This design comes from an exercise in tuning for small area on the open sky130 flow, not from production work.
The RTL was checked by simulation tests, not by an equivalence proof against the original design.
The flow treats the clock pin as an ideal source, which a real chip does not have.
Power figures rest on the tool's default switching activity, not on a simulated workload.

## design/flow/flow/run.sh

```bash
#!/bin/bash
# The standard layout (standard.sh: the standard flow's synthesis and ORFS steps), with two changes:
# ports get the smallest buffer cell, and the clock tree is built from clkbuf_8 sink
# clusters of at most 20 flip-flops, without dummy loads. All make output goes to
# standard_make.log; the ORFS step logs are under orfs/logs.
set -euo pipefail
CTS="-sink_clustering_enable -repair_clock_nets -dont_use_dummy_load"
CTS="$CTS -buf_list {sky130_fd_sc_hd__clkbuf_8}"
CTS="$CTS -sink_clustering_size 21 -sink_clustering_max_diameter 55"
bash standard.sh "BUFFER_PORTS_ARGS=-buffer_cell sky130_fd_sc_hd__buf_1" "CTS_ARGS=$CTS" finish > standard_make.log 2>&1
```

## design/flow/standard.sh

```bash
#!/bin/bash
# synth_recipe.tcl (not shown) runs the flow's synth.tcl, then flattens the netlist and writes it again
# the make line also repeats each setting of config.mk as NAME=value (left out here)
make -C /OpenROAD-flow-scripts/flow DESIGN_CONFIG=/design/flow/config.mk WORK_HOME=/design/flow/orfs CLKGATE_MAP_FILE= SYNTH_SCRIPT=/design/flow/synth_recipe.tcl "${@:-finish}"
```

## design/flow/config.mk

```make
export PLATFORM = sky130hd
export DESIGN_NAME = DES_Core_Pipelined
export DESIGN_NICKNAME = DES_Core_Pipelined
export VERILOG_FILES = /design/flow/design.v
export SDC_FILE = /design/flow/constraint.sdc
export NUM_CORES = 4
export LEC_CHECK = 0
export CAP_MARGIN = 20
export CORE_MARGIN = 2
export CORE_UTILIZATION = 75
export GPL_TIMING_DRIVEN = 0
export SLEW_MARGIN = 20
export SYNTH_HIERARCHICAL = 1
```

## design/flow/constraint.sdc

```tcl
create_clock -name core_clock -period 4.0 [get_ports {clk}]
set_input_delay 0.8000 -clock core_clock [delete_from_list [all_inputs] [get_ports {clk}]]
set_output_delay 0.8000 -clock core_clock [all_outputs]
set_load 0.01 [all_outputs]
```

## design/flow/design.v

```verilog
`timescale 1ns / 1ps
module DES_Core_Pipelined(
    input wire clk,
    input wire reset,  
    input wire [63:0] plaintext_i,
    input wire [63:0] key_i,
    output wire [63:0] ciphertext_o
    );
    wire [63:0] c_n;
    wire x120;
    fx_xor2 u120 (.a(key_i[0]), .b(key_i[12]), .y(x120));
    wire x121;
    fx_xor2 u121 (.a(key_i[29]), .b(key_i[32]), .y(x121));
    wire x122;
    fx_xor2 u122 (.a(key_i[6]), .b(x120), .y(x122));
    wire x123;
    fx_xor2 u123 (.a(key_i[27]), .b(key_i[30]), .y(x123));
    wire x124;
    fx_xor2 u124 (.a(key_i[31]), .b(key_i[34]), .y(x124));
    wire x125;
    fx_xor2 u125 (.a(key_i[3]), .b(key_i[9]), .y(x125));
    wire x126;
    fx_xor2 u126 (.a(key_i[5]), .b(key_i[55]), .y(x126));
    wire x127;
    fx_xor2 u127 (.a(key_i[1]), .b(key_i[7]), .y(x127));
    wire x128;
    fx_xor2 u128 (.a(key_i[11]), .b(key_i[15]), .y(x128));
    wire x129;
    fx_xor2 u129 (.a(key_i[16]), .b(x122), .y(x129));
    wire x130;
    fx_xor2 u130 (.a(x126), .b(x128), .y(x130));
    wire x131;
    fx_xor2 u131 (.a(x125), .b(x130), .y(x131));
    wire x132;
    fx_xor2 u132 (.a(key_i[2]), .b(key_i[14]), .y(x132));
    wire x133;
    fx_xor2 u133 (.a(key_i[8]), .b(x132), .y(x133));
    wire x134;
    fx_xor2 u134 (.a(key_i[13]), .b(x127), .y(x134));
    wire x135;
    fx_xor2 u135 (.a(key_i[4]), .b(key_i[10]), .y(x135));
    wire x136;
    fx_xor2 u136 (.a(x131), .b(x134), .y(x136));
    wire x137;
    fx_xor2 u137 (.a(key_i[54]), .b(x135), .y(x137));
    wire x138;
    fx_xor2 u138 (.a(key_i[25]), .b(key_i[28]), .y(x138));
    wire x139;
    fx_xor2 u139 (.a(key_i[53]), .b(x136), .y(x139));
    wire x140;
    fx_xor2 u140 (.a(x129), .b(x133), .y(x140));
    wire x141;
    fx_xor2 u141 (.a(x137), .b(x140), .y(x141));
    wire x142;
    fx_xor2 u142 (.a(key_i[33]), .b(key_i[36]), .y(x142));
    wire x143;
    fx_xor2 u143 (.a(key_i[35]), .b(x121), .y(x143));
    wire x144;
    fx_xor2 u144 (.a(key_i[17]), .b(key_i[19]), .y(x144));
    wire x145;
    fx_xor2 u145 (.a(key_i[37]), .b(x124), .y(x145));
    wire x146;
    fx_xor2 u146 (.a(key_i[24]), .b(x123), .y(x146));
    wire x147;
    fx_xor2 u147 (.a(key_i[51]), .b(x139), .y(x147));
    wire x148;
    fx_xor2 u148 (.a(key_i[23]), .b(key_i[26]), .y(x148));
    wire x149;
    fx_xor2 u149 (.a(key_i[18]), .b(x141), .y(x149));
    wire x150;
    fx_xor2 u150 (.a(key_i[22]), .b(x138), .y(x150));
    wire x151;
    fx_xor2 u151 (.a(key_i[50]), .b(key_i[52]), .y(x151));
    wire x152;
    fx_xor2 u152 (.a(key_i[49]), .b(x147), .y(x152));
    wire x153;
    fx_xor2 u153 (.a(key_i[20]), .b(x149), .y(x153));
    wire x154;
    fx_xor2 u154 (.a(key_i[39]), .b(x142), .y(x154));
    wire x155;
    fx_xor2 u155 (.a(key_i[21]), .b(x144), .y(x155));
    wire x156;
    fx_xor2 u156 (.a(key_i[40]), .b(x145), .y(x156));
    wire x157;
    fx_xor2 u157 (.a(key_i[38]), .b(x143), .y(x157));
    wire x158;
    fx_xor2 u158 (.a(key_i[21]), .b(x146), .y(x158));
    wire x159;
    fx_xor2 u159 (.a(key_i[48]), .b(x151), .y(x159));
    wire x160;
    fx_xor2 u160 (.a(key_i[47]), .b(x152), .y(x160));
    wire x161;
    fx_xor2 u161 (.a(key_i[20]), .b(x148), .y(x161));
    wire x162;
    fx_xor2 u162 (.a(key_i[22]), .b(x153), .y(x162));
    wire x163;
    fx_xor2 u163 (.a(key_i[46]), .b(x159), .y(x163));
    wire x164;
    fx_xor2 u164 (.a(key_i[23]), .b(x155), .y(x164));
    wire x165;
    fx_xor2 u165 (.a(key_i[45]), .b(x160), .y(x165));
    wire x166;
    fx_xor2 u166 (.a(key_i[42]), .b(x154), .y(x166));
    wire x167;
    fx_xor2 u167 (.a(key_i[24]), .b(x162), .y(x167));
    wire x168;
    fx_xor2 u168 (.a(key_i[41]), .b(key_i[43]), .y(x168));
    wire x169;
    fx_xor2 u169 (.a(key_i[44]), .b(x163), .y(x169));
    wire x170;
    fx_xor2 u170 (.a(key_i[19]), .b(x150), .y(x170));
    wire x171;
    fx_xor2 u171 (.a(x121), .b(x161), .y(x171));
    wire x172;
    fx_xor2 u172 (.a(key_i[25]), .b(x164), .y(x172));
    wire x173;
    fx_xor2 u173 (.a(key_i[18]), .b(x158), .y(x173));
    wire x174;
    fx_xor2 u174 (.a(key_i[41]), .b(x157), .y(x174));
    wire x175;
    fx_xor2 u175 (.a(key_i[30]), .b(x166), .y(x175));
    wire x176;
    fx_xor2 u176 (.a(key_i[28]), .b(x156), .y(x176));
    wire x177;
    fx_xor2 u177 (.a(key_i[32]), .b(key_i[44]), .y(x177));
    wire x178;
    fx_xor2 u178 (.a(key_i[38]), .b(x177), .y(x178));
    wire x179;
    fx_xor2 u179 (.a(key_i[26]), .b(x167), .y(x179));
    wire x180;
    fx_xor2 u180 (.a(key_i[33]), .b(x158), .y(x180));
    wire x181;
    fx_xor2 u181 (.a(x124), .b(x150), .y(x181));
    wire x182;
    fx_xor2 u182 (.a(key_i[31]), .b(x170), .y(x182));
    wire x183;
    fx_xor2 u183 (.a(x143), .b(x148), .y(x183));
    wire x184;
    fx_xor2 u184 (.a(key_i[35]), .b(x178), .y(x184));
    wire x185;
    fx_xor2 u185 (.a(key_i[29]), .b(x161), .y(x185));
    wire x186;
    fx_xor2 u186 (.a(key_i[26]), .b(x157), .y(x186));
    wire x187;
    fx_xor2 u187 (.a(x142), .b(x146), .y(x187));
    wire x188;
    fx_xor2 u188 (.a(key_i[27]), .b(x172), .y(x188));
    wire x189;
    fx_xor2 u189 (.a(key_i[42]), .b(x169), .y(x189));
    wire x190;
    fx_xor2 u190 (.a(x123), .b(x154), .y(x190));
    wire x191;
    fx_xor2 u191 (.a(x138), .b(x145), .y(x191));
    wire x192;
    fx_xor2 u192 (.a(x141), .b(x189), .y(x192));
    wire x193;
    fx_xor2 u193 (.a(plaintext_i[26]), .b(x190), .y(x193));
    wire x194;
    fx_xor2 u194 (.a(plaintext_i[20]), .b(x180), .y(x194));
    wire x195;
    fx_xor2 u195 (.a(plaintext_i[24]), .b(x191), .y(x195));
    wire x196;
    fx_xor2 u196 (.a(plaintext_i[31]), .b(key_i[41]), .y(x196));
    wire x197;
    fx_xor2 u197 (.a(x147), .b(x172), .y(x197));
    wire x198;
    fx_xor2 u198 (.a(plaintext_i[23]), .b(x187), .y(x198));
    wire x199;
    fx_xor2 u199 (.a(key_i[43]), .b(x175), .y(x199));
    wire x200;
    fx_xor2 u200 (.a(x155), .b(x160), .y(x200));
    wire x201;
    fx_xor2 u201 (.a(x156), .b(x199), .y(x201));
    wire x202;
    fx_xor2 u202 (.a(key_i[17]), .b(x173), .y(x202));
    wire x203;
    fx_xor2 u203 (.a(x144), .b(x185), .y(x203));
    wire x204;
    fx_xor2 u204 (.a(x165), .b(x168), .y(x204));
    wire x205;
    fx_xor2 u205 (.a(x150), .b(x203), .y(x205));
    wire x206;
    fx_xor2 u206 (.a(plaintext_i[18]), .b(x182), .y(x206));
    wire x207;
    fx_xor2 u207 (.a(key_i[17]), .b(key_i[43]), .y(x207));
    wire x208;
    fx_xor2 u208 (.a(plaintext_i[19]), .b(x171), .y(x208));
    wire x209;
    fx_xor2 u209 (.a(x174), .b(x175), .y(x209));
    wire x210;
    fx_xor2 u210 (.a(plaintext_i[21]), .b(x181), .y(x210));
    wire x211;
    fx_xor2 u211 (.a(x168), .b(x184), .y(x211));
    wire x212;
    fx_xor2 u212 (.a(x139), .b(x188), .y(x212));
    wire x213;
    fx_xor2 u213 (.a(x149), .b(x169), .y(x213));
    wire x214;
    fx_xor2 u214 (.a(x144), .b(x165), .y(x214));
    wire x215;
    fx_xor2 u215 (.a(plaintext_i[22]), .b(x183), .y(x215));
    wire x216;
    fx_xor2 u216 (.a(x165), .b(x207), .y(x216));
    wire x217;
    fx_xor2 u217 (.a(plaintext_i[25]), .b(x186), .y(x217));
    wire x218;
    fx_xor2 u218 (.a(x159), .b(x162), .y(x218));
    wire x219;
    fx_xor2 u219 (.a(x153), .b(x163), .y(x219));
    wire x220;
    fx_xor2 u220 (.a(x152), .b(x164), .y(x220));
    wire x221;
    fx_xor2 u221 (.a(x156), .b(x211), .y(x221));
    wire x222;
    fx_xor2 u222 (.a(plaintext_i[63]), .b(key_i[46]), .y(x222));
    wire x223;
    fx_xor2 u223 (.a(plaintext_i[27]), .b(x176), .y(x223));
    wire x224;
    fx_xor2 u224 (.a(x151), .b(x167), .y(x224));
    wire x225;
    fx_xor2 u225 (.a(key_i[45]), .b(x196), .y(x225));
    fx_xnor2 u226 (.a(plaintext_i[32]), .b(x204), .y(c_n[0]));
    fx_xnor2 u227 (.a(plaintext_i[33]), .b(x192), .y(c_n[1]));
    fx_xnor2 u228 (.a(plaintext_i[34]), .b(x216), .y(c_n[2]));
    fx_xnor2 u229 (.a(plaintext_i[35]), .b(x213), .y(c_n[3]));
    fx_xnor2 u230 (.a(plaintext_i[36]), .b(x214), .y(c_n[4]));
    fx_xnor2 u231 (.a(plaintext_i[37]), .b(x219), .y(c_n[5]));
    fx_xnor2 u232 (.a(plaintext_i[38]), .b(x200), .y(c_n[6]));
    fx_xnor2 u233 (.a(plaintext_i[39]), .b(x218), .y(c_n[7]));
    fx_xnor2 u234 (.a(plaintext_i[40]), .b(x220), .y(c_n[8]));
    fx_xnor2 u235 (.a(plaintext_i[41]), .b(x224), .y(c_n[9]));
    fx_xnor2 u236 (.a(plaintext_i[42]), .b(x197), .y(c_n[10]));
    wire x237;
    fx_xor2 u237 (.a(plaintext_i[43]), .b(key_i[52]), .y(x237));
    fx_xnor2 u238 (.a(x237), .b(x179), .y(c_n[11]));
    fx_xnor2 u239 (.a(plaintext_i[44]), .b(x212), .y(c_n[12]));
    wire x240;
    fx_xor2 u240 (.a(plaintext_i[45]), .b(key_i[28]), .y(x240));
    fx_xnor2 u241 (.a(x240), .b(x179), .y(c_n[13]));
    wire x242;
    fx_xor2 u242 (.a(plaintext_i[46]), .b(key_i[29]), .y(x242));
    wire x243;
    fx_xor2 u243 (.a(x242), .b(x136), .y(x243));
    fx_xnor2 u244 (.a(x188), .b(x243), .y(c_n[14]));
    wire x245;
    fx_xor2 u245 (.a(plaintext_i[15]), .b(key_i[33]), .y(x245));
    wire x246;
    fx_xor2 u246 (.a(key_i[35]), .b(key_i[39]), .y(x246));
    wire x247;
    fx_xor2 u247 (.a(x125), .b(x135), .y(x247));
    wire x248;
    fx_xor2 u248 (.a(x245), .b(x246), .y(x248));
    wire x249;
    fx_xor2 u249 (.a(x134), .b(x225), .y(x249));
    wire x250;
    fx_xor2 u250 (.a(x247), .b(x248), .y(x250));
    wire x251;
    fx_xor2 u251 (.a(x129), .b(x249), .y(x251));
    wire x252;
    fx_xor2 u252 (.a(x250), .b(x251), .y(x252));
    fx_xnor2 u253 (.a(x205), .b(x252), .y(c_n[15]));
    wire x254;
    fx_xor2 u254 (.a(plaintext_i[16]), .b(x185), .y(x254));
    fx_xnor2 u255 (.a(x254), .b(x202), .y(c_n[16]));
    wire x256;
    fx_xor2 u256 (.a(plaintext_i[17]), .b(x173), .y(x256));
    fx_xnor2 u257 (.a(x182), .b(x256), .y(c_n[17]));
    fx_xnor2 u258 (.a(x171), .b(x206), .y(c_n[18]));
    fx_xnor2 u259 (.a(x180), .b(x208), .y(c_n[19]));
    fx_xnor2 u260 (.a(x181), .b(x194), .y(c_n[20]));
    fx_xnor2 u261 (.a(x183), .b(x210), .y(c_n[21]));
    fx_xnor2 u262 (.a(x187), .b(x215), .y(c_n[22]));
    fx_xnor2 u263 (.a(x191), .b(x198), .y(c_n[23]));
    fx_xnor2 u264 (.a(x186), .b(x195), .y(c_n[24]));
    fx_xnor2 u265 (.a(x190), .b(x217), .y(c_n[25]));
    fx_xnor2 u266 (.a(x176), .b(x193), .y(c_n[26]));
    fx_xnor2 u267 (.a(x174), .b(x223), .y(c_n[27]));
    fx_xnor2 u268 (.a(plaintext_i[28]), .b(x209), .y(c_n[28]));
    fx_xnor2 u269 (.a(plaintext_i[29]), .b(x201), .y(c_n[29]));
    fx_xnor2 u270 (.a(plaintext_i[30]), .b(x221), .y(c_n[30]));
    wire x271;
    fx_xor2 u271 (.a(x225), .b(x166), .y(x271));
    fx_xnor2 u272 (.a(x184), .b(x271), .y(c_n[31]));
    wire x273;
    fx_xor2 u273 (.a(plaintext_i[0]), .b(key_i[40]), .y(x273));
    wire x274;
    fx_xor2 u274 (.a(x273), .b(x122), .y(x274));
    wire x275;
    fx_xor2 u275 (.a(x133), .b(x137), .y(x275));
    wire x276;
    fx_xor2 u276 (.a(x274), .b(x275), .y(x276));
    fx_xnor2 u277 (.a(x276), .b(x189), .y(c_n[32]));
    fx_xnor2 u278 (.a(plaintext_i[1]), .b(x204), .y(c_n[33]));
    fx_xnor2 u279 (.a(plaintext_i[2]), .b(x192), .y(c_n[34]));
    fx_xnor2 u280 (.a(plaintext_i[3]), .b(x216), .y(c_n[35]));
    fx_xnor2 u281 (.a(plaintext_i[4]), .b(x213), .y(c_n[36]));
    fx_xnor2 u282 (.a(plaintext_i[5]), .b(x214), .y(c_n[37]));
    fx_xnor2 u283 (.a(plaintext_i[6]), .b(x219), .y(c_n[38]));
    fx_xnor2 u284 (.a(plaintext_i[7]), .b(x200), .y(c_n[39]));
    fx_xnor2 u285 (.a(plaintext_i[8]), .b(x218), .y(c_n[40]));
    fx_xnor2 u286 (.a(plaintext_i[9]), .b(x220), .y(c_n[41]));
    fx_xnor2 u287 (.a(plaintext_i[10]), .b(x224), .y(c_n[42]));
    fx_xnor2 u288 (.a(plaintext_i[11]), .b(x197), .y(c_n[43]));
    wire x289;
    fx_xor2 u289 (.a(plaintext_i[12]), .b(key_i[52]), .y(x289));
    fx_xnor2 u290 (.a(x289), .b(x179), .y(c_n[44]));
    fx_xnor2 u291 (.a(plaintext_i[13]), .b(x212), .y(c_n[45]));
    wire x292;
    fx_xor2 u292 (.a(plaintext_i[14]), .b(key_i[28]), .y(x292));
    fx_xnor2 u293 (.a(x292), .b(x179), .y(c_n[46]));
    wire x294;
    fx_xor2 u294 (.a(plaintext_i[15]), .b(plaintext_i[47]), .y(x294));
    wire x295;
    fx_xor2 u295 (.a(key_i[34]), .b(key_i[40]), .y(x295));
    wire x296;
    fx_xor2 u296 (.a(x222), .b(x294), .y(x296));
    wire x297;
    fx_xor2 u297 (.a(x295), .b(x178), .y(x297));
    wire x298;
    fx_xor2 u298 (.a(x296), .b(x131), .y(x298));
    wire x299;
    fx_xor2 u299 (.a(x170), .b(x297), .y(x299));
    wire x300;
    fx_xor2 u300 (.a(x140), .b(x173), .y(x300));
    wire x301;
    fx_xor2 u301 (.a(x298), .b(x299), .y(x301));
    fx_xnor2 u302 (.a(x300), .b(x301), .y(c_n[47]));
    wire x303;
    fx_xor2 u303 (.a(plaintext_i[16]), .b(plaintext_i[48]), .y(x303));
    wire x304;
    fx_xor2 u304 (.a(key_i[16]), .b(key_i[31]), .y(x304));
    wire x305;
    fx_xor2 u305 (.a(x303), .b(x304), .y(x305));
    fx_xnor2 u306 (.a(x305), .b(x205), .y(c_n[48]));
    wire x307;
    fx_xor2 u307 (.a(plaintext_i[17]), .b(plaintext_i[49]), .y(x307));
    wire x308;
    fx_xor2 u308 (.a(x307), .b(x171), .y(x308));
    fx_xnor2 u309 (.a(x308), .b(x202), .y(c_n[49]));
    wire x310;
    fx_xor2 u310 (.a(plaintext_i[50]), .b(key_i[33]), .y(x310));
    wire x311;
    fx_xor2 u311 (.a(x310), .b(x173), .y(x311));
    fx_xnor2 u312 (.a(x206), .b(x311), .y(c_n[50]));
    wire x313;
    fx_xor2 u313 (.a(plaintext_i[51]), .b(x124), .y(x313));
    wire x314;
    fx_xor2 u314 (.a(x313), .b(x170), .y(x314));
    fx_xnor2 u315 (.a(x208), .b(x314), .y(c_n[51]));
    wire x316;
    fx_xor2 u316 (.a(plaintext_i[52]), .b(x143), .y(x316));
    wire x317;
    fx_xor2 u317 (.a(x161), .b(x316), .y(x317));
    fx_xnor2 u318 (.a(x317), .b(x194), .y(c_n[52]));
    wire x319;
    fx_xor2 u319 (.a(plaintext_i[53]), .b(x142), .y(x319));
    wire x320;
    fx_xor2 u320 (.a(x319), .b(x158), .y(x320));
    fx_xnor2 u321 (.a(x210), .b(x320), .y(c_n[53]));
    wire x322;
    fx_xor2 u322 (.a(plaintext_i[54]), .b(x145), .y(x322));
    wire x323;
    fx_xor2 u323 (.a(x150), .b(x322), .y(x323));
    fx_xnor2 u324 (.a(x215), .b(x323), .y(c_n[54]));
    wire x325;
    fx_xor2 u325 (.a(plaintext_i[55]), .b(x148), .y(x325));
    wire x326;
    fx_xor2 u326 (.a(x325), .b(x157), .y(x326));
    fx_xnor2 u327 (.a(x198), .b(x326), .y(c_n[55]));
    wire x328;
    fx_xor2 u328 (.a(plaintext_i[56]), .b(x146), .y(x328));
    wire x329;
    fx_xor2 u329 (.a(x154), .b(x328), .y(x329));
    fx_xnor2 u330 (.a(x195), .b(x329), .y(c_n[56]));
    wire x331;
    fx_xor2 u331 (.a(plaintext_i[57]), .b(x138), .y(x331));
    wire x332;
    fx_xor2 u332 (.a(x331), .b(x156), .y(x332));
    fx_xnor2 u333 (.a(x332), .b(x217), .y(c_n[57]));
    wire x334;
    fx_xor2 u334 (.a(plaintext_i[58]), .b(key_i[26]), .y(x334));
    wire x335;
    fx_xor2 u335 (.a(x334), .b(x174), .y(x335));
    fx_xnor2 u336 (.a(x193), .b(x335), .y(c_n[58]));
    wire x337;
    fx_xor2 u337 (.a(plaintext_i[59]), .b(x123), .y(x337));
    wire x338;
    fx_xor2 u338 (.a(x337), .b(x166), .y(x338));
    fx_xnor2 u339 (.a(x338), .b(x223), .y(c_n[59]));
    wire x340;
    fx_xor2 u340 (.a(plaintext_i[28]), .b(plaintext_i[60]), .y(x340));
    wire x341;
    fx_xor2 u341 (.a(x168), .b(x340), .y(x341));
    wire x342;
    fx_xor2 u342 (.a(x341), .b(x157), .y(x342));
    fx_xnor2 u343 (.a(x176), .b(x342), .y(c_n[60]));
    wire x344;
    fx_xor2 u344 (.a(plaintext_i[29]), .b(plaintext_i[61]), .y(x344));
    wire x345;
    fx_xor2 u345 (.a(key_i[44]), .b(x344), .y(x345));
    fx_xnor2 u346 (.a(x345), .b(x209), .y(c_n[61]));
    wire x347;
    fx_xor2 u347 (.a(plaintext_i[30]), .b(plaintext_i[62]), .y(x347));
    wire x348;
    fx_xor2 u348 (.a(key_i[45]), .b(x347), .y(x348));
    fx_xnor2 u349 (.a(x348), .b(x201), .y(c_n[62]));
    wire x350;
    fx_xor2 u350 (.a(plaintext_i[31]), .b(x222), .y(x350));
    fx_xnor2 u351 (.a(x350), .b(x221), .y(c_n[63]));
    reg [64*17-1:0] pipe_n;
    always @(posedge clk)
        pipe_n <= {pipe_n[64*16-1:0], c_n};
    reg [4:0] flush_s;
    always @(posedge clk) begin
        if (reset)
            flush_s <= 5'b01111;
        else
            flush_s <= {flush_s[3:0], flush_s[3] & flush_s[4]};
    end
    wire flushed = |flush_s;
    genvar b;
    generate
        for (b = 0; b < 64; b = b + 1) begin : OUT
            fx_nor2 u_out (.a(pipe_n[64*16+b]), .b(flushed), .y(ciphertext_o[b]));
        end
    endgenerate
endmodule
module fx_xor2(input wire a, input wire b, output wire y);
    assign y = a ^ b;
endmodule
module fx_xnor2(input wire a, input wire b, output wire y);
    assign y = ~(a ^ b);
endmodule
module fx_nor2(input wire a, input wire b, output wire y);
    assign y = ~(a | b);
endmodule
```

==> results of run 1 <==
==> modules after synthesis, one instance, submodules excluded <==
module	flops+latches	times used	cells	cell area [um^2]
fx_xnor2	0	64	1	8.76
DES_Core_Pipelined	1093	1	1101	21900
fx_xor2	0	168	1	8.76
fx_nor2	0	64	1	3.75
==> how the worst max path moves through the flow <==
stage | start | to | cells after the start
after floorplan | key_i[12] | pipe_n[11] | 11
after global placement | key_i[0] | pipe_n[11] | 12
after detailed placement | key_i[0] | pipe_n[11] | 12
after CTS | key_i[0] | pipe_n[13] | 12
after global routing | key_i[0] | pipe_n[44] | 12
final | key_i[0] | pipe_n[13] | 12
==> layout make-up <==
class                      count  area (um^2)  area share [%]
timing repair buffer         186          714            2.72
antenna                        2         5.00          0.0191
sequential                  1093        21900            83.4
tap                          402          503            1.92
clock buffer                  59          812            3.10
multi-input combinational    304         2320            8.85
==> layout by cell type (no fill, tap or decap), drive strengths merged <==
cell type	n
clkbuf	59
nor2b	1
xnor2	64
dfxtp	1093
nor2	65
nor3	1
xor2	168
buf	186
or2	3
diode	2
a21o	1
nand2	1
==> flip-flops by register name (all words and copies together) (netlist names) <==
| register | cells |
|---|---|
| pipe_n | 1088 |
| flush_s | 5 |
==> critical path: stages <==
cell and delay, ns:
buf_1 0.10, xor2_1 0.22, xor2_1 0.29, xor2_1 0.28, xor2_1 0.33, xor2_1 0.29
xor2_1 0.31, xor2_1 0.34, xor2_1 0.34, xor2_1 0.29, xor2_1 0.44, xnor2_1 0.13
==> stage by stage <==
stage / util, % / hold WS (ns) / instance area, um^2 / setup TNS [ns] / total power, W
5_1_grt: 82.9 / 0.231 / 26200 / 0 / 0.0250
3_3_place_gp: 80.3 / 0.309 / 25400 / -1.28 / 0.0191
6_report: 82.9 / 0.251 / 26200 / 0 / 0.0241
3_5_place_dp: 80.3 / 0.312 / 25400 / -1.67 / 0.0199
4_1_cts: 82.9 / 0.246 / 26200 / 0 / 0.0243
2_1_floorplan: - / 0.310 / 24200 / 0 / 0.0186
==> cell families (layout without fill, tap and decap cells) <==
kind of cell | count (synthesis) | in the layout
other | 0 | 2
XOR/XNOR | 232 | 232
AND/OR/NAND/NOR | 71 | 71
buffers and inverters | 0 | 245
flip-flops | 1093 | 1093
AO/OA/AOI/OAI | 1 | 1
==> metal layers <==
layer  vias to the layer above  track usage, %
met2                       302            47.6
met4                         4            6.72
li1                       4704               -
met5                         -               0
met3                        78            4.87
met1                      4474            25.6
==> where the power goes <==
group	switching [W]	internal (W)
combinational	0.000783	0.000531
clock	0.00289	0.00133
sequential	0.00182	0.0168
==> summary.log, run 1 <==
INFO  drt            routed_via_density=4.67
INFO  synth          post_synth_most_frequent_cells=dfxtp_1 (1,093), xor2_1 (168), nor2_1 (65)
INFO  cts            max-clock-path-buffers=3
INFO  global_route   grt_max_degree=43
INFO  synth          synth_top_area_share=90.4%
INFO  sta            timing.max_slew.rel_slack=48.6%
INFO  synth          synth.mux.area_fraction=0%
INFO  floorplan      coreArea=31,600um^2
INFO  cts            clock_insertion_delay_worst_skew=0.63ns
INFO  sta            fin_ws=0.273ns
INFO  run_status     status=complete, no violations
INFO  cts            clock_sinks=1,093
INFO  sta            rsz0062_at_grt=false
INFO  floorplan      floorplan.initialDensity=76.5%
INFO  min_path       hold-path-cell-count=0
INFO  sta            finalMaxSlewViolations=0
INFO  worst_setup_path timing.reg2reg.setup_slack=3.31ns
INFO  worst_setup_path worst-path-max-fanout=4
INFO  synth          synth_top_family_by_area=XOR/XNOR gates
INFO  worst_setup_path critPathCaptureType=flip-flop
INFO  drt            wirelength_met1=15,000um
INFO  drt            antenna_left=0
INFO  global_route   global_route.usage.total=24.0%
INFO  worst_setup_path timing.critical_path.arrival=4.18ns
INFO  drt            met2_wl=21,800um
INFO  final_layout   final_cell_count_no_fill=2,046
INFO  worst_setup_path criticalPathCategory=input port to flip-flop
INFO  drt            met3_wirelength=2280um
INFO  placed_design  final_wtd_congestion=0.798
INFO  global_route   grt_antenna_before_repair=4
INFO  cts            ctsRootBufferMaster=clkbuf_8
INFO  min_path       hp-start=pipe_n[52]
INFO  worst_setup_path rr_endpoint=flush_s[2]
INFO  floorplan      row_count=65
INFO  synth          synth-warning-count=7
INFO  drt            totalWireLength=40,000um
INFO  synth          syn_nets=1,527
INFO  global_route   via_count_of_the_first_global_routing_pass=10,711
INFO  placed_design  placed_insts=1,985
INFO  synth          yosys.area_share.adder=0%
INFO  synth          synth.ff_latch_count=1,093
INFO  drt            detail_route.first_pass.iterations=4
INFO  worst_setup_path critPathRequiredTime=4.45ns
INFO  floorplan      die-width=184um
INFO  final_layout   final_nets=1,774
INFO  floorplan      full_die_area=33,700um^2
INFO  synth          synth_area_leader_cell=dfxtp_1
INFO  placed_design  dpl.hpwl=25,200um
INFO  synth          synth-async-reset-ratio=0%
INFO  drt            top_layer=met5
INFO  synth          synth_seq_area_share=90.4%
INFO  worst_setup_path r2r_start=flush_s[1]
INFO  cts            cts-htree-levels=2
INFO  synth          synth_most_common_cell=dfxtp_1
INFO  drt            routed-via-count=9,562
INFO  drt            drt_drc_violations_left=0
INFO  flow_run       maxCapViolations=0
INFO  floorplan      die_y=184um
INFO  pwr            total_leakage_power=10.8nW
INFO  synth          synthesis.area_per_instance=17.3um^2
INFO  sta            setup_viol=0
INFO  floorplan      num_io_pins=194
INFO  synth          syn-instance-count=1,397
INFO  placed_design  place_ws=-0.270ns
INFO  cts            tritoncts.num_buffers=59
INFO  cts            post_cts.repair.setup_buffers=0
INFO  worst_setup_path timing.critical_path.from_type=input port
INFO  placed_design  port_buffers=185
INFO  sta            max_freq=0.268GHz
INFO  synth          mappedNetlistArea=24,200um^2
INFO  sta            tightest_pin_transition=0.768ns
INFO  pwr            power.ir.vdd_worst=0.657mV
INFO  final_layout   post_route_cells_drive_above_1_share=3.78%
INFO  sta            timing.final.crit_share=93.2%
INFO  sta            finalWorstPathRequiredPeriod=3.73ns
INFO  min_path       hold_path_class=flip-flop to flip-flop
INFO  worst_setup_path r2r_cells=1
INFO  final_layout   fill_cells=1,301
INFO  synth          yosysUniqueCellTypes=9
INFO  cts            cts_hold_buf=0
INFO  final_layout   syn2layout_area_growth=8.42%
INFO  synth          synth-edff-count=0
INFO  synth          synth-main-ff-cell=dfxtp_1
INFO  drt            drtIter0Drc=396
INFO  cts            cts_repair_resize_count=0
INFO  synth          area_fraction_in_compound_gates_after_synthesis=0.0362%
INFO  pwr            power_density=919nW/um^2
INFO  sta            finalHoldViolCount=0
INFO  sta            fin_skew=0.0831ns
INFO  cts            cts_tree=yes
INFO  synth          synth.area.top_cells=dfxtp_1 (90%), xor2_1 (6.1%), xnor2_1 (2.3%)
INFO  drt            wire_per_inst=19.6um
INFO  min_path       end_of_the_worst_hold_path=pipe_n[116]
INFO  synth          post_synth_xor_area_fraction=8.40%
INFO  cts            clock_edge_transition_at_the_registers_on_the_reported_setup_and_hold_paths=0.12ns
INFO  global_route   grt_overflow_total=0
INFO  global_route   grt_first_pass_wirelength=59,200um
INFO  synth          synthSimpleGateAreaFrac=1.15%
==> inputs of run 2 (changes only) <==
--- a/design/flow/flow/run.sh
+++ b/design/flow/flow/run.sh
@@ -1,7 +1,7 @@
 #!/bin/bash
 # The standard layout (standard.sh: the standard flow's synthesis and ORFS steps), with two changes:
 # ports get the smallest buffer cell, and the clock tree is built from clkbuf_8 sink
-# clusters of at most 20 flip-flops, without dummy loads. All make output goes to
+# clusters of at most 21 flip-flops, without dummy loads. All make output goes to
 # standard_make.log; the ORFS step logs are under orfs/logs.
 set -euo pipefail
 CTS="-sink_clustering_enable -repair_clock_nets -dont_use_dummy_load"
==> summary.log, run 2 <==
INFO  final_layout   post_route_cells_drive_above_1_share=3.78% [unchanged]
INFO  floorplan      floorplan.initialDensity=76.5% [unchanged]
INFO  pwr            clock_power_share=17.5% [about the same]
INFO  synth          synth_seq_area_share=90.4% [unchanged]
INFO  placed_design  placed_insts=1,985 [unchanged]
INFO  floorplan      die_y=184um [unchanged]
INFO  worst_setup_path worst-path-max-fanout=4 [unchanged]
INFO  synth          synth-main-ff-cell=dfxtp_1 [unchanged]
INFO  sta            timing.max_slew.rel_slack=48.6% [unchanged]
INFO  pwr            internal_power=0.0186W [unchanged]
INFO  floorplan      num_io_pins=194 [unchanged]
INFO  sta            max_freq=0.268GHz [unchanged]
INFO  worst_setup_path critPathRequiredTime=4.45ns [about the same]
INFO  drt            routed_via_density=4.67 [unchanged]
INFO  min_path       hold_path_class=flip-flop to flip-flop [unchanged]
INFO  worst_setup_path critPathCaptureType=flip-flop [unchanged]
INFO  synth          synthesis.area_per_instance=17.3um^2 [unchanged]
INFO  floorplan      coreArea=31,600um^2 [unchanged]
INFO  sta            setup_viol=0 [unchanged]
INFO  cts            ctsRootBufferMaster=clkbuf_8 [unchanged]
INFO  global_route   global_route.usage.total=24.0% [unchanged]
INFO  pwr            total_leakage_power=10.8nW [unchanged]
INFO  global_route   grt_max_degree=43 [unchanged]
INFO  global_route   grt_antenna_before_repair=4 [unchanged]
INFO  sta            fin_tns_setup=0ns [unchanged]
INFO  worst_setup_path most_frequent_cell_on_critical_path=xor2_1 [unchanged]
INFO  final_layout   most_frequent_cells_in_the_layout=dfxtp_1 (1,093), buf_1 (185), xor2_1 (168) [unchanged]
INFO  synth          synth.ff_latch_count=1,093 [unchanged]
INFO  cts            tritoncts.num_buffers=59 [unchanged]
INFO  floorplan      full_die_area=33,700um^2 [unchanged]
INFO  synth          post_synth_most_frequent_cells=dfxtp_1 (1,093), xor2_1 (168), nor2_1 (65) [unchanged]
INFO  drt            wire_per_inst=19.6um [unchanged]
INFO  sta            tightest_pin_transition=0.768ns [unchanged]
INFO  drt            drt_drc_violations_left=0 [unchanged]
INFO  pwr            switching_power=0.00549W [unchanged]
INFO  sta            finalWorstPathRequiredPeriod=3.73ns [unchanged]
INFO  cts            max-clock-path-buffers=3 [unchanged]
INFO  worst_setup_path critical_path.slowest_cell=xor2_1 [unchanged]
INFO  pwr            proportion_of_power_drawn_by_flip_flops_and_latches=77.0% [about the same]
INFO  final_layout   registers.top_by_ff_count=pipe_n [unchanged]
INFO  cts            clock_edge_transition_at_the_registers_on_the_reported_setup_and_hold_paths=0.12ns [about the same]
INFO  synth          synth_top_area_share=90.4% [unchanged]
INFO  worst_setup_path critical-path-max-stage-delay=0.44ns [about the same]
INFO  cts            clock_insertion_delay_worst_skew=0.63ns [about the same]
INFO  global_route   grt_first_pass_wirelength=59,200um [unchanged]
INFO  final_layout   syn2layout_area_growth=8.42% [unchanged]
INFO  final_layout   final_nets=1,774 [unchanged]
INFO  drt            routed-via-count=9,562 [unchanged]
INFO  global_route   grt_overflow_total=0 [unchanged]
INFO  cts            post_cts.repair.setup_buffers=0 [unchanged]
INFO  synth          synth_most_common_cell=dfxtp_1 [unchanged]
INFO  synth          synth.area.top_cells=dfxtp_1 (90%), xor2_1 (6.1%), xnor2_1 (2.3%) [unchanged]
INFO  pwr            power.combinational.fraction=5.4% [about the same]
INFO  final_layout   mostFrequentLayoutCell=dfxtp_1 [unchanged]
INFO  drt            antenna_left=0 [unchanged]
INFO  synth          synth-async-reset-ratio=0% [unchanged]
INFO  placed_design  final_wtd_congestion=0.798 [unchanged]
INFO  worst_setup_path crit_chain=buf_1 -> xor2_1 -> xor2_1 -> xor2_1 -> xor2_1 -> xor2_1 -> xor2_1 -> xor2_1 -> xor2_1 -> xor2_1 -> xor2_1 -> xnor2_1 [unchanged]
INFO  cts            cts-htree-levels=2 [unchanged]
INFO  final_layout   final_cell_count_no_fill=2,046 [unchanged]
INFO  final_layout   biggestRegsByFlops=pipe_n x1088, flush_s x5 [unchanged]
INFO  drt            detail_route.first_pass.iterations=4 [unchanged]
INFO  worst_setup_path cp_top_family=XOR/XNOR gates [unchanged]
INFO  sta            rsz0062_at_grt=false [unchanged]
INFO  worst_setup_path timing.critical_path.arrival=4.18ns [about the same]
INFO  pwr            netSwitchingFraction=22.8% [unchanged]
INFO  global_route   via_count_of_the_first_global_routing_pass=10,711 [unchanged]
INFO  worst_setup_path timing.critical_path.from_type=input port [unchanged]
INFO  cts            clock_sinks=1,093 [unchanged]
INFO  pwr            power.ir.vdd_worst=0.657mV [unchanged]
INFO  placed_design  dpl.hpwl=25,200um [unchanged]
INFO  synth          synth-edff-count=0 [unchanged]
INFO  placed_design  port_buffers=185 [unchanged]
INFO  flow_run       maxCapViolations=0 [unchanged]
INFO  drt            drtIter0Drc=396 [unchanged]
INFO  drt            totalWireLength=40,000um [unchanged]
INFO  sta            finalMaxSlewViolations=0 [unchanged]
INFO  pwr            power_density=919nW/um^2 [unchanged]
INFO  run_status     status=complete, no violations [unchanged]
INFO  worst_setup_path critical_path.n_buffers_inverters=1 [unchanged]
INFO  synth          syn-instance-count=1,397 [unchanged]
INFO  floorplan      row_count=65 [unchanged]
INFO  cts            cts_hold_buf=0 [unchanged]
INFO  synth          yosysUniqueCellTypes=9 [unchanged]
INFO  cts            cts_tree=yes [unchanged]
INFO  cts            cts_repair_resize_count=0 [unchanged]
INFO  synth          synth-warning-count=7 [unchanged]
INFO  floorplan      die-width=184um [unchanged]
INFO  sta            fin_skew=0.0831ns [unchanged]
INFO  sta            finalHoldViolCount=0 [unchanged]
INFO  final_layout   number_of_flip_flops_under_the_largest_register_name=1,088 [unchanged]
INFO  synth          synth_area_leader_cell=dfxtp_1 [unchanged]
INFO  synth          mappedNetlistArea=24,200um^2 [unchanged]
INFO  worst_setup_path criticalPathCategory=input port to flip-flop [unchanged]
INFO  synth          syn_nets=1,527 [unchanged]
INFO  sta            timing.final.crit_share=93.2% [unchanged]
INFO  final_layout   final_util=82.9% [unchanged]
-- run 2: cell counts after synthesis --
Identical to the previous run, type by type.
-- run 2: final cells by class --
cell class	count	area, um^2
timing repair buffer	186	714
clock buffer	59	812
fill	1301	5400
antenna	2	5.00
sequential	1093	21900
multi-input combinational	304	2320
tap	402	503
-- run 2: through the flow --
| stage | hold WS, ns | worst slack, ns | power [W] | instance area (um^2) |
|---|---|---|---|---|
| final | 0.251 | 0.273 | 0.0241 | 26200 |
| after global routing | 0.231 | 0.0821 | 0.0250 | 26200 |
| after CTS | 0.246 | 0.350 | 0.0243 | 26200 |
| after detailed placement | 0.312 | -0.270 | 0.0199 | 25400 |
| after global placement | 0.309 | -0.264 | 0.0191 | 25400 |
| after floorplan | 0.310 | 0.437 | 0.0186 | 24200 |
-- run 2: final timing paths --
| path | from | endpoint | slack, ns | cells past startpoint |
|---|---|---|---|---|
| min | pipe_n[52] | pipe_n[116] | 0.25 | 0 |
| max reg2reg | flush_s[1] | flush_s[2] | 3.31 | 1 |
| max | key_i[0] | pipe_n[13] | 0.27 | 12 |
| min reg2reg | pipe_n[52] | pipe_n[116] | 0.25 | 0 |
-- run 2: power groups by stage --
stage | logic, W | registers (W) | clock network (W)
after floorplan | 0.000905 | 0.0177 | 0
after global placement | 0.00120 | 0.0178 | 0
after detailed placement | 0.00128 | 0.0187 | 0
after CTS | 0.00132 | 0.0187 | 0.00430
after global routing | 0.00140 | 0.0190 | 0.00468
final | 0.00131 | 0.0186 | 0.00423
-- run 2: Yosys stat by module (local to each module, per instance) --
module              times used  flip-flops and latches  area, um^2
fx_xnor2                    64                       0        8.76
fx_nor2                     64                       0        3.75
fx_xor2                    168                       0        8.76
DES_Core_Pipelined           1                    1093       21900
-- run 2: kinds of logic after synthesis --
logic type / after synthesis / synth area share (%)
and+or+nand+nor: 71 / 1.15
AOI/OAI and AO/OA: 1 / 0.0362
DFF: 1093 / 90.4
xor gates and xnor gates: 232 / 8.40
-- run 2: layer usage --
metal / wire (um) / part of all wire [%] / global-route usage [%]
met2: 21800 / 55 / 47.6
met3: 2280 / 5.7 / 4.87
met1: 15000 / 37 / 25.6
met4: 932 / 2.3 / 6.72
met5: 26 / 0.065 / 0
==> inputs of run 3 (changes only) <==
==> design/flow/flow/run.sh (replaced) <==
#!/bin/bash
# The standard layout (standard.sh: the standard flow's synthesis and ORFS steps) with three changes:
#  - ports get the smallest buffer cell (buf_1);
#  - the clock tree is built from clkbuf_8 sink clusters of at most 20 flip-flops, without
#    dummy loads;
#  - after CTS, fix_clk.tcl resizes leaf clock buffers: one whose flip-flop clock pins would see
#    a slew over 112 ps (placement parasitics) is upsized, a lightly loaded one is downsized
#    when its slew stays under 100 ps.
# Each tool's output goes to its own log here: make_cts.log, fix_clk.log, make_finish.log
# (the ORFS step logs are under orfs/logs).
set -euo pipefail
CTS="-sink_clustering_enable -repair_clock_nets -dont_use_dummy_load"
CTS="$CTS -buf_list {sky130_fd_sc_hd__clkbuf_8}"
CTS="$CTS -sink_clustering_size 20 -sink_clustering_max_diameter 45"
ARGS=("BUFFER_PORTS_ARGS=-buffer_cell sky130_fd_sc_hd__buf_1" "CTS_ARGS=$CTS")
bash standard.sh "${ARGS[@]}" cts > make_cts.log 2>&1
R=orfs/results/$FLOW_PLATFORM/DES_Core_Pipelined/base
PLATFORM_DIR=$FLOW_HOME/platforms/$FLOW_PLATFORM CTS_ODB=$R/4_1_cts.odb CTS_SDC=$R/4_cts.sdc \
  FIX_HI=0.112 FIX_LO=0.07 FIX_DOWN_MAX=0.10 FIX_PAD=0 FIX_DPL_ARGS= \
  openroad -no_init -exit flow/fix_clk.tcl > fix_clk.log 2>&1
cp $R/4_1_cts.odb $R/4_cts.odb
touch $R/4_cts.sdc
bash standard.sh "${ARGS[@]}" finish > make_finish.log 2>&1
==> design/flow/flow/fix_clk.tcl (new file) <==
set P $::env(PLATFORM_DIR)
read_liberty $P/lib/sky130_fd_sc_hd__tt_025C_1v80.lib
read_db $::env(CTS_ODB)
read_sdc $::env(CTS_SDC)
source $P/setRC.tcl
set_propagated_clock [all_clocks]
estimate_parasitics -placement
set hi $::env(FIX_HI)
set lo $::env(FIX_LO)
set downmax $::env(FIX_DOWN_MAX)
set dry [expr {[info exists ::env(FIX_DRY)] && $::env(FIX_DRY)}]
proc leaf_slew {net} {
  set s 0
  foreach p [get_pins -of_objects $net -filter "direction==input"] {
    set v [get_property $p slew_max]
    if {$v > $s} {set s $v}
  }
  return $s
}
proc drives_flops {net} {
  foreach p [get_pins -of_objects $net -filter "direction==input"] {
    if {[string match *dfxtp* [get_property [get_cells -of_objects $p] ref_name]]} { return 1 }
  }
  return 0
}
set sizes {sky130_fd_sc_hd__clkbuf_4 sky130_fd_sc_hd__clkbuf_8 sky130_fd_sc_hd__clkbuf_16}
set block [ord::get_db_block]
set changed 0
foreach inst [$block getInsts] {
  set m [[$inst getMaster] getName]
  set k [lsearch $sizes $m]
  if {$k < 0} continue
  set name [$inst getName]
  set net [get_nets -of_objects [get_pins $name/X]]
  if {![drives_flops $net]} continue
  set s [leaf_slew $net]
  set n [llength [get_pins -of_objects $net -filter "direction==input"]]
  set new $k
  if {$s > $hi && $k < 2} { set new [expr {$k + 1}] }
  if {$s < $lo && $k > 0} {
    # try one size down; keep it only if the slew stays under hi
    if {!$dry} {
      replace_cell $name [lindex $sizes [expr {$k - 1}]]
      estimate_parasitics -placement
      if {[leaf_slew $net] > $downmax} { replace_cell $name $m; estimate_parasitics -placement } else { set new [expr {$k - 1}] }
    }
  } elseif {$new != $k && !$dry} {
    replace_cell $name [lindex $sizes $new]
    estimate_parasitics -placement
  }
  set s2 [leaf_slew $net]
  puts [format "LEAF %s %s n=%d slew=%.4f -> %s slew=%.4f" $name $m $n $s [lindex $sizes $new] $s2]
  if {$new != $k} { incr changed }
}
puts "FIX changed $changed leaf buffers"
if {!$dry && $changed} {
  set_placement_padding -global -left $::env(FIX_PAD) -right $::env(FIX_PAD)
  detailed_placement {*}$::env(FIX_DPL_ARGS)
  check_placement -verbose
  write_db $::env(CTS_ODB)
}
--- a/design/flow/config.mk
+++ b/design/flow/config.mk
@@ -7,7 +7,7 @@
 export LEC_CHECK = 0
 export CAP_MARGIN = 20
 export CORE_MARGIN = 2
-export CORE_UTILIZATION = 75
+export CORE_UTILIZATION = 65
 export GPL_TIMING_DRIVEN = 0
 export SLEW_MARGIN = 20
 export SYNTH_HIERARCHICAL = 1
==> summary.log, run 3 <==
INFO  sta            timing.final.crit_share=89.1% [was 93.2%]
INFO  floorplan      full_die_area=38,800um^2 [was 33,700 um^2]
INFO  synth          synth-main-ff-cell=dfxtp_1 [unchanged]
INFO  final_layout   multi_input_comb_area=2320um^2 [unchanged]
INFO  worst_setup_path most_frequent_cell_on_critical_path=xor2_1 [unchanged]
INFO  cts            cts-htree-levels=3 [was 2]
INFO  worst_setup_path timing.critical_path.to=pipe_n[11] [was pipe_n[13]]
INFO  pwr            power.ir.vdd_worst=0.575mV [was 0.657 mV]
INFO  sta            finalMaxSlewViolations=0 [unchanged]
INFO  worst_setup_path timing.critical_path.arrival=4.07ns [was 4.18 ns]
INFO  global_route   grt_first_pass_wirelength=43,500um [was 59,200 um]
INFO  pwr            proportion_of_power_drawn_by_flip_flops_and_latches=76.3% [was 77.0%]
INFO  drt            antenna_left=0 [unchanged]
INFO  synth          synthSimpleGateAreaFrac=1.15% [unchanged]
INFO  synth          synth_seq_area_share=90.4% [unchanged]
INFO  final_layout   number_of_flip_flops_under_the_largest_register_name=1,088 [unchanged]
INFO  worst_setup_path critical-path-max-stage-delay=0.45ns [was 0.44 ns]
INFO  cts            cts_tree=yes [unchanged]
INFO  floorplan      floorplan.initialDensity=66.1% [was 76.5%]
INFO  pwr            power_density=890nW/um^2 [was 919 nW/um^2]
INFO  drt            totalWireLength=27,800um [was 40,000 um]
INFO  worst_setup_path cp_top_family=XOR/XNOR gates [unchanged]
INFO  pwr            total_leakage_power=10.9nW [was 10.8 nW]
INFO  synth          synth.ff_latch_count=1,093 [unchanged]
INFO  drt            drtIter0Drc=149 [was 396]
INFO  placed_design  port_buffers=185 [unchanged]
INFO  global_route   grt_antenna_before_repair=4 [unchanged]
INFO  pwr            netSwitchingFraction=20.0% [was 22.8%]
INFO  worst_setup_path timing.critical_path.from_type=input port [unchanged]
INFO  sta            setup_viol=0 [unchanged]
INFO  sta            rsz0062_at_grt=false [unchanged]
INFO  synth          yosysUniqueCellTypes=9 [unchanged]
INFO  worst_setup_path startpoint=key_i[0] [unchanged]
INFO  synth          post_synth_xor_area_fraction=8.40% [unchanged]
INFO  synth          yosys.area_share.adder=0% [unchanged]
INFO  flow_run       maxCapViolations=0 [unchanged]
INFO  worst_setup_path logic_depth_of_the_worst_path_buffers_included=12 [unchanged]
INFO  synth          syn-instance-count=1,397 [unchanged]
INFO  sta            finalHoldViolCount=0 [unchanged]
INFO  worst_setup_path timing.reg2reg.setup_slack=3.36ns [was 3.31 ns]
INFO  cts            ctsRootBufferMaster=clkbuf_8 [unchanged]
INFO  synth          synth_most_common_cell=dfxtp_1 [unchanged]
INFO  worst_setup_path critical_path.slowest_cell=xor2_1 [unchanged]
INFO  min_path       hold_path_class=flip-flop to flip-flop [unchanged]
INFO  final_layout   post_route_cells_drive_above_1_share=4.30% [was 3.78%]
INFO  final_layout   final_nets=1,783 [was 1,774]
INFO  cts            tritoncts.num_buffers=68 [was 59]
INFO  worst_setup_path critPathCaptureType=flip-flop [unchanged]
INFO  floorplan      die_y=197um [was 184 um]
INFO  synth          synth-edff-count=0 [unchanged]
INFO  cts            clock_edge_transition_at_the_registers_on_the_reported_setup_and_hold_paths=0.10ns [was 0.12 ns]
INFO  drt            wire_per_inst=13.1um [was 19.6 um]
INFO  final_layout   registers.top_by_ff_count=pipe_n [unchanged]
INFO  worst_setup_path r2r_start=flush_s[2] [was flush_s[1]]
INFO  synth          post_synth_most_frequent_cells=dfxtp_1 (1,093), xor2_1 (168), nor2_1 (65) [unchanged]
INFO  placed_design  final_wtd_congestion=0.805 [was 0.798]
INFO  final_layout   final_util=72.3% [was 82.9%]
INFO  sta            timing.max_slew.rel_slack=57.9% [was 48.6%]
INFO  final_layout   biggestRegsByFlops=pipe_n x1088, flush_s x5 [unchanged]
INFO  drt            detail_route.first_pass.iterations=4 [unchanged]
INFO  floorplan      num_io_pins=194 [unchanged]
INFO  worst_setup_path critical_path.n_buffers_inverters=1 [unchanged]
INFO  pwr            power.combinational.fraction=5.1% [was 5.4%]
INFO  final_layout   syn2layout_area_growth=9.31% [was 8.42%]
INFO  drt            drt_drc_violations_left=0 [unchanged]
INFO  worst_setup_path criticalPathCategory=input port to flip-flop [unchanged]
INFO  synth          synth_top_area_share=90.4% [unchanged]
INFO  synth          area_fraction_in_compound_gates_after_synthesis=0.0362% [unchanged]
INFO  floorplan      coreArea=36,600um^2 [was 31,600 um^2]
INFO  cts            cts_hold_buf=0 [unchanged]
INFO  synth          synth_top_family_by_area=XOR/XNOR gates [unchanged]
INFO  global_route   grt_overflow_total=0 [unchanged]
INFO  placed_design  dpl.hpwl=17,900um [was 25,200 um]
INFO  worst_setup_path rr_endpoint=flush_s[3] [was flush_s[2]]
INFO  synth          synth_area_leader_cell=dfxtp_1 [unchanged]
INFO  worst_setup_path worst-path-max-fanout=4 [unchanged]
INFO  synth          synth.mux.area_fraction=0% [unchanged]
INFO  final_layout   fill_cells=2,275 [was 1,301]
INFO  synth          syn_nets=1,527 [unchanged]
INFO  pwr            clock_power_share=18.6% [was 17.5%]
INFO  synth          synth.area.top_cells=dfxtp_1 (90%), xor2_1 (6.1%), xnor2_1 (2.3%) [unchanged]
INFO  sta            max_freq=0.281GHz [was 0.268 GHz]
INFO  drt            routed_via_density=4.19 [was 4.67]
INFO  final_layout   most_frequent_cells_in_the_layout=dfxtp_1 (1,093), buf_1 (185), xor2_1 (168) [unchanged]
INFO  final_layout   mostFrequentLayoutCell=dfxtp_1 [unchanged]
INFO  synth          synth-async-reset-ratio=0% [unchanged]
INFO  sta            finalWorstPathRequiredPeriod=3.56ns [was 3.73 ns]
INFO  sta            fin_skew=0.0673ns [was 0.0831 ns]
INFO  sta            tightest_pin_transition=0.630ns [was 0.768 ns]
INFO  cts            post_cts.repair.setup_buffers=0 [unchanged]
INFO  worst_setup_path critPathRequiredTime=4.51ns [was 4.45 ns]
INFO  synth          mappedNetlistArea=24,200um^2 [unchanged]
INFO  worst_setup_path crit_chain=buf_1 -> xor2_1 -> xor2_1 -> xor2_1 -> xor2_1 -> xor2_1 -> xor2_1 -> xor2_1 -> xor2_1 -> xor2_1 -> xor2_1 -> xnor2_1 [unchanged]
INFO  synth          synthesis.area_per_instance=17.3um^2 [unchanged]
INFO  global_route   grt_max_degree=43 [unchanged]
INFO  cts            clock_sinks=1,093 [unchanged]
INFO  final_layout   regArea=21,900um^2 [unchanged]
INFO  synth          synth-warning-count=7 [unchanged]
INFO  pwr            internal_power=0.0188W [was 0.0186 W]
INFO  floorplan      die-width=197um [was 184 um]
INFO  global_route   global_route.usage.total=14.7% [was 24.0%]
INFO  floorplan      row_count=70 [was 65]
INFO  run_status     status=complete, no violations [unchanged]
INFO  cts            clock_insertion_delay_worst_skew=0.61ns [was 0.63 ns]
INFO  drt            routed-via-count=8,887 [was 9,562]
INFO  pwr            power=0.0235W [was 0.0241 W]
INFO  global_route   via_count_of_the_first_global_routing_pass=8,978 [was 10,711]
INFO  cts            cts_repair_resize_count=0 [unchanged]
INFO  min_path       hold-path-cell-count=0 [unchanged]
INFO  final_layout   num_antenna_cells=0 [was 2]
INFO  pwr            switching_power=0.00471W [was 0.00549 W]
INFO  worst_setup_path r2r_cells=1 [unchanged]
INFO  cts            max-clock-path-buffers=3 [unchanged]
==> run 3: cell types whose count changed in the layout (fill, tap and decap cells not counted) <==
cell,previous run,this run
clkbuf_8,59,62
clkbuf_16,0,3
clkbuf_4,0,3
diode_2,2,0
==> run 3: how the worst min path moves through the flow <==
stage / startpoint / to / slack, ns
floorplan: pipe_n[936] / pipe_n[1000] / 0.31
global placement: pipe_n[646] / pipe_n[710] / 0.31
detailed placement: pipe_n[943] / pipe_n[1007] / 0.31
CTS: pipe_n[14] / pipe_n[78] / 0.24
global route: pipe_n[37] / pipe_n[101] / 0.25
finish: pipe_n[14] / pipe_n[78] / 0.26
==> run 3: layout make-up <==
class	count	share of cell area [%]
Clock buffer	68	3.59
Tap cell	468	2.21
Multi-Input combinational cell	304	8.77
Timing Repair Buffer	186	2.70
Sequential cell	1093	82.7
==> run 3: stage by stage <==
step / instances / setup TNS (ns) / area (um^2) / setup WS [ns] / hold WS [ns]
floorplan: 1397 / 0 / 24200 / 0.437 / 0.310
global placement: 2050 / -2.77 / 25500 / -0.349 / 0.309
detailed placement: 2051 / -2.26 / 25500 / -0.263 / 0.312
CTS: 2119 / 0 / 26400 / 0.419 / 0.241
global route: 2119 / 0 / 26500 / 0.161 / 0.252
finish: 2119 / 0 / 26500 / 0.436 / 0.259
==> run 3: cell families (layout without fill, tap and decap cells) <==
kind of cell,count (synthesis),after routing
DFF,1093,1093
xor gates and xnor gates,232,232
and+or+nand+nor,71,71
AOI/OAI and AO/OA,1,1
buffers and inverters,0,254
==> run 3: power by group through the flow <==
stage                     sequential [W]  clock (W)  combinational [W]
final                             0.0180    0.00438            0.00120
after global routing              0.0185    0.00497            0.00133
after CTS                         0.0181    0.00453            0.00124
after detailed placement          0.0183          0            0.00123
after global placement            0.0180          0            0.00121
after floorplan                   0.0177          0           0.000905
==> run 3: layer usage <==
layer	vias to the layer above	wire [um]	global-route usage (%)
met5	-	48	0
met4	8	568	6.04
met3	56	1910	4.69
met2	225	13000	25.0
met1	3879	12200	17.5
li1	4719	-	-
==> run 3: Yosys stat by module (local to each module, per instance) <==
module	flops+latches	cells inside	copies in the design	area, um^2
DES_Core_Pipelined	1093	1101	1	21900
fx_xnor2	0	1	64	8.76
fx_xor2	0	1	168	8.76
fx_nor2	0	1	64	3.75
==> inputs of run 4 (changes only) <==
--- a/design/flow/config.mk
+++ b/design/flow/config.mk
@@ -7,7 +7,8 @@
 export LEC_CHECK = 0
 export CAP_MARGIN = 20
 export CORE_MARGIN = 2
-export CORE_UTILIZATION = 65
+export CORE_UTILIZATION = 55
 export GPL_TIMING_DRIVEN = 0
+export PLACE_DENSITY = 0.7
 export SLEW_MARGIN = 20
 export SYNTH_HIERARCHICAL = 1
==> summary.log, run 4 <==
INFO  run_status     status=complete, no violations [unchanged]
INFO  sta            setup_viol=0 [unchanged]
INFO  worst_setup_path r2r_start=flush_s[1] [was flush_s[2]]
INFO  final_layout   registers.top_by_ff_count=pipe_n [unchanged]
INFO  sta            timing.max_slew.rel_slack=60.1% [was 57.9%]
INFO  cts            cts_hold_buf=0 [unchanged]
INFO  synth          yosysUniqueCellTypes=9 [unchanged]
INFO  cts            post_cts.repair.setup_buffers=0 [unchanged]
INFO  final_layout   number_of_flip_flops_under_the_largest_register_name=1,088 [unchanged]
INFO  synth          synth-main-ff-cell=dfxtp_1 [unchanged]
INFO  synth          syn-instance-count=1,397 [unchanged]
INFO  sta            finalHoldViolCount=0 [unchanged]
INFO  cts            cts-htree-levels=3 [unchanged]
INFO  synth          synth_seq_area_share=90.4% [unchanged]
INFO  sta            rsz0062_at_grt=false [unchanged]
INFO  worst_setup_path criticalPathCategory=input port to flip-flop [unchanged]
INFO  synth          synth-warning-count=7 [unchanged]
INFO  sta            tightest_pin_transition=0.596ns [was 0.630 ns]
INFO  sta            timing.final.crit_share=90.2% [was 89.1%]
INFO  placed_design  port_buffers=185 [unchanged]
INFO  drt            drtIter0Drc=309 [was 149]
INFO  sta            finalWorstPathRequiredPeriod=3.61ns [was 3.56 ns]
INFO  floorplan      die_y=214um [was 197 um]
INFO  final_layout   mostFrequentLayoutCell=dfxtp_1 [unchanged]
INFO  cts            tritoncts.num_buffers=73 [was 68]
INFO  sta            max_freq=0.277GHz [was 0.281 GHz]
INFO  synth          synth-async-reset-ratio=0% [unchanged]
INFO  synth          synth-edff-count=0 [unchanged]
INFO  cts            clock_sinks=1,093 [unchanged]
INFO  worst_setup_path critical-path-max-stage-delay=0.41ns [was 0.45 ns]
INFO  worst_setup_path critPathCaptureType=flip-flop [unchanged]
INFO  pwr            total_leakage_power=10.9nW [about the same]
INFO  worst_setup_path critical_path.slowest_cell=xor2_1 [unchanged]
INFO  worst_setup_path most_frequent_cell_on_critical_path=xor2_1 [unchanged]
INFO  final_layout   syn2layout_area_growth=10.0% [was 9.31%]
INFO  global_route   global_route.usage.total=10.6% [was 14.7%]
INFO  placed_design  final_wtd_congestion=0.865 [was 0.805]
INFO  drt            drt_drc_violations_left=0 [unchanged]
INFO  drt            detail_route.first_pass.iterations=4 [unchanged]
INFO  floorplan      floorplan.initialDensity=55.9% [was 66.1%]
INFO  worst_setup_path critPathRequiredTime=4.48ns [was 4.51 ns]
INFO  worst_setup_path crit_chain=buf_1 -> xor2_1 -> xor2_1 -> xor2_1 -> xor2_1 -> xor2_1 -> xor2_1 -> xor2_1 -> xor2_1 -> xor2_1 -> xor2_1 -> xnor2_1 [unchanged]
INFO  placed_design  postPlaceCellArea=25,600um^2 [was 25,500 um^2]
INFO  cts            cts_repair_resize_count=0 [unchanged]
INFO  global_route   via_count_of_the_first_global_routing_pass=8,364 [was 8,978]
INFO  cts            clock_insertion_delay_worst_skew=0.63ns [was 0.61 ns]
INFO  worst_setup_path timing.critical_path.arrival=4.09ns [was 4.07 ns]
INFO  floorplan      die-width=214um [was 197 um]
INFO  min_path       hold_path_class=flip-flop to flip-flop [unchanged]
INFO  final_layout   final_nets=1,788 [was 1,783]
INFO  cts            max-clock-path-buffers=3 [unchanged]
INFO  synth          synthesis.area_per_instance=17.3um^2 [unchanged]
INFO  synth          synth_top_area_share=90.4% [unchanged]
INFO  cts            clock_edge_transition_at_the_registers_on_the_reported_setup_and_hold_paths=0.10ns [about the same]
INFO  global_route   grt_max_degree=38 [was 43]
INFO  synth          post_synth_most_frequent_cells=dfxtp_1 (1,093), xor2_1 (168), nor2_1 (65) [unchanged]
INFO  worst_setup_path startpoint=key_i[0] [unchanged]
INFO  min_path       hp-start=pipe_n[83] [was pipe_n[14]]
INFO  global_route   grt_first_pass_wirelength=38,300um [was 43,500 um]
INFO  floorplan      full_die_area=45,700um^2 [was 38,800 um^2]
INFO  synth          synth_area_leader_cell=dfxtp_1 [unchanged]
INFO  final_layout   post_route_cells_drive_above_1_share=4.59% [was 4.30%]
INFO  drt            routed_via_density=3.82 [was 4.19]
INFO  drt            antenna_left=0 [unchanged]
INFO  synth          synth_most_common_cell=dfxtp_1 [unchanged]
INFO  cts            cts_tree=yes [unchanged]
INFO  worst_setup_path worst-path-max-fanout=4 [unchanged]
INFO  synth          synth.area.top_cells=dfxtp_1 (90%), xor2_1 (6.1%), xnor2_1 (2.3%) [unchanged]
INFO  drt            wire_per_inst=10.8um [was 13.1 um]
INFO  worst_setup_path critical_path.n_buffers_inverters=1 [unchanged]
INFO  final_layout   finalInstanceArea=26,600um^2 [was 26,500 um^2]
INFO  floorplan      num_io_pins=194 [unchanged]
INFO  drt            routed-via-count=8,565 [was 8,887]
INFO  placed_design  dpl.hpwl=16,100um [was 17,900 um]
INFO  worst_setup_path timing.critical_path.from_type=input port [unchanged]
INFO  cts            ctsRootBufferMaster=clkbuf_8 [unchanged]
INFO  sta            finalMaxSlewViolations=0 [unchanged]
INFO  synth          synth.ff_latch_count=1,093 [unchanged]
INFO  final_layout   num_antenna_cells=0 [unchanged]
INFO  worst_setup_path cp_top_family=XOR/XNOR gates [unchanged]
INFO  final_layout   most_frequent_cells_in_the_layout=dfxtp_1 (1,093), buf_1 (185), xor2_1 (168) [unchanged]
INFO  floorplan      row_count=76 [was 70]
INFO  synth          syn_nets=1,527 [unchanged]
INFO  floorplan      coreArea=43,300um^2 [was 36,600 um^2]
INFO  global_route   grt_overflow_total=0 [unchanged]
INFO  pwr            power=0.0234W [was 0.0235 W]
INFO  sta            fin_skew=0.0469ns [was 0.0673 ns]
INFO  flow_run       maxCapViolations=0 [unchanged]
INFO  global_route   grt_antenna_before_repair=0 [was 4]
INFO  pwr            power.ir.vdd_worst=0.304mV [was 0.575 mV]
INFO  drt            totalWireLength=24,200um [was 27,800 um]
INFO  synth          mappedNetlistArea=24,200um^2 [unchanged]
INFO  final_layout   biggestRegsByFlops=pipe_n x1088, flush_s x5 [unchanged]
INFO  pwr            power_density=880nW/um^2 [was 890 nW/um^2]
==> run 4: cell counts after synthesis <==
No cell type changed its count.
==> run 4: layer usage <==
| layer | part of all wire (%) | GRT usage (%) | up-vias |
|---|---|---|---|
| met1 | 47 | 13.2 | 3548 |
| met4 | 3.5 | 6.01 | 0 |
| met5 | 0 | 0 | - |
| met2 | 43 | 16.4 | 228 |
| li1 | - | - | 4722 |
| met3 | 6.7 | 3.46 | 67 |
==> run 4: stage by stage <==
stage	hold slack [ns]	instances	util (%)	setup WS, ns	setup TNS [ns]
final	0.291	2241	61.5	0.391	0
after global routing	0.294	2241	61.5	0.142	0
after CTS	0.263	2241	61.6	0.406	0
after detailed placement	0.312	2168	59.3	-0.258	-1.33
after global placement	0.310	2167	59.2	-0.192	-1.03
after floorplan	0.310	1397	-	0.437	0
==> run 4: worst paths after layout <==
kind / end / slack [ns] / cells past startpoint
setup reg to reg: flush_s[2] / 3.35 / 1
hold / removal: pipe_n[147] / 0.29 / 0
hold reg to reg: pipe_n[147] / 0.29 / 0
setup / recovery: pipe_n[11] / 0.39 / 12
==> run 4: cell families after synthesis <==
| family | synth area share [%] |
|---|---|
| flops | 90.4 |
| xor+xnor | 8.40 |
| simple gates | 1.15 |
| compound gates | 0.0362 |
==> run 4: area by class of cell <==
cell class              count  area, um^2
clock buffers              73         973
fillers                  3234       16600
multi-input cells         304        2320
flip-flops and latches   1093       21900
well taps                 585         732
repair buffers            186         714
==> run 4: report_power, final <==
part | switching (W) | internal [W]
clock network | 0.00277 | 0.00160
logic | 0.000633 | 0.000531
registers | 0.00117 | 0.0167
total | 0.00458 | 0.0188
==> run 4: Yosys stat by module (local to each module, per instance) <==
module / cells / times used
DES_Core_Pipelined: 1101 / 1
fx_nor2: 1 / 64
fx_xor2: 1 / 168
fx_xnor2: 1 / 64

-- port drivers added, routing unchanged --
Ports are ideal in the flow. The routed layouts listed here were re-timed in OpenROAD.
Step 1 sets driving cells, clkbuf_16 on the clock port and buf_2 on the other inputs (assumed; they add their load-dependent delay and slew).
Step 2 times the ports against the registers' clock, not the clock port: input delays grow and output delays shrink by t, the midpoint of the rising clock arrivals with the driver on.
Slacks: ideal / step 1 / step 2; pairs: ideal / step 1.
run	t (ns)	setup slack, ns	hold slack, ns	worst setup path at the end	cell pins on the clock port's net
run 1	0.642	0.273 / 0.296 / -0.346	0.251 / 0.251 / 0.251	input to register	1
run 2	0.642	0.273 / 0.296 / -0.346	0.251 / 0.251 / 0.251	input to register	1
run 3	0.631	0.436 / 0.458 / -0.173	0.259 / 0.259 / 0.259	input to register	1
run 4	0.638	0.391 / 0.410 / -0.228	0.291 / 0.291 / 0.291	input to register	1
With both steps, setup timing fails in every run listed, where it was met with ideal ports.
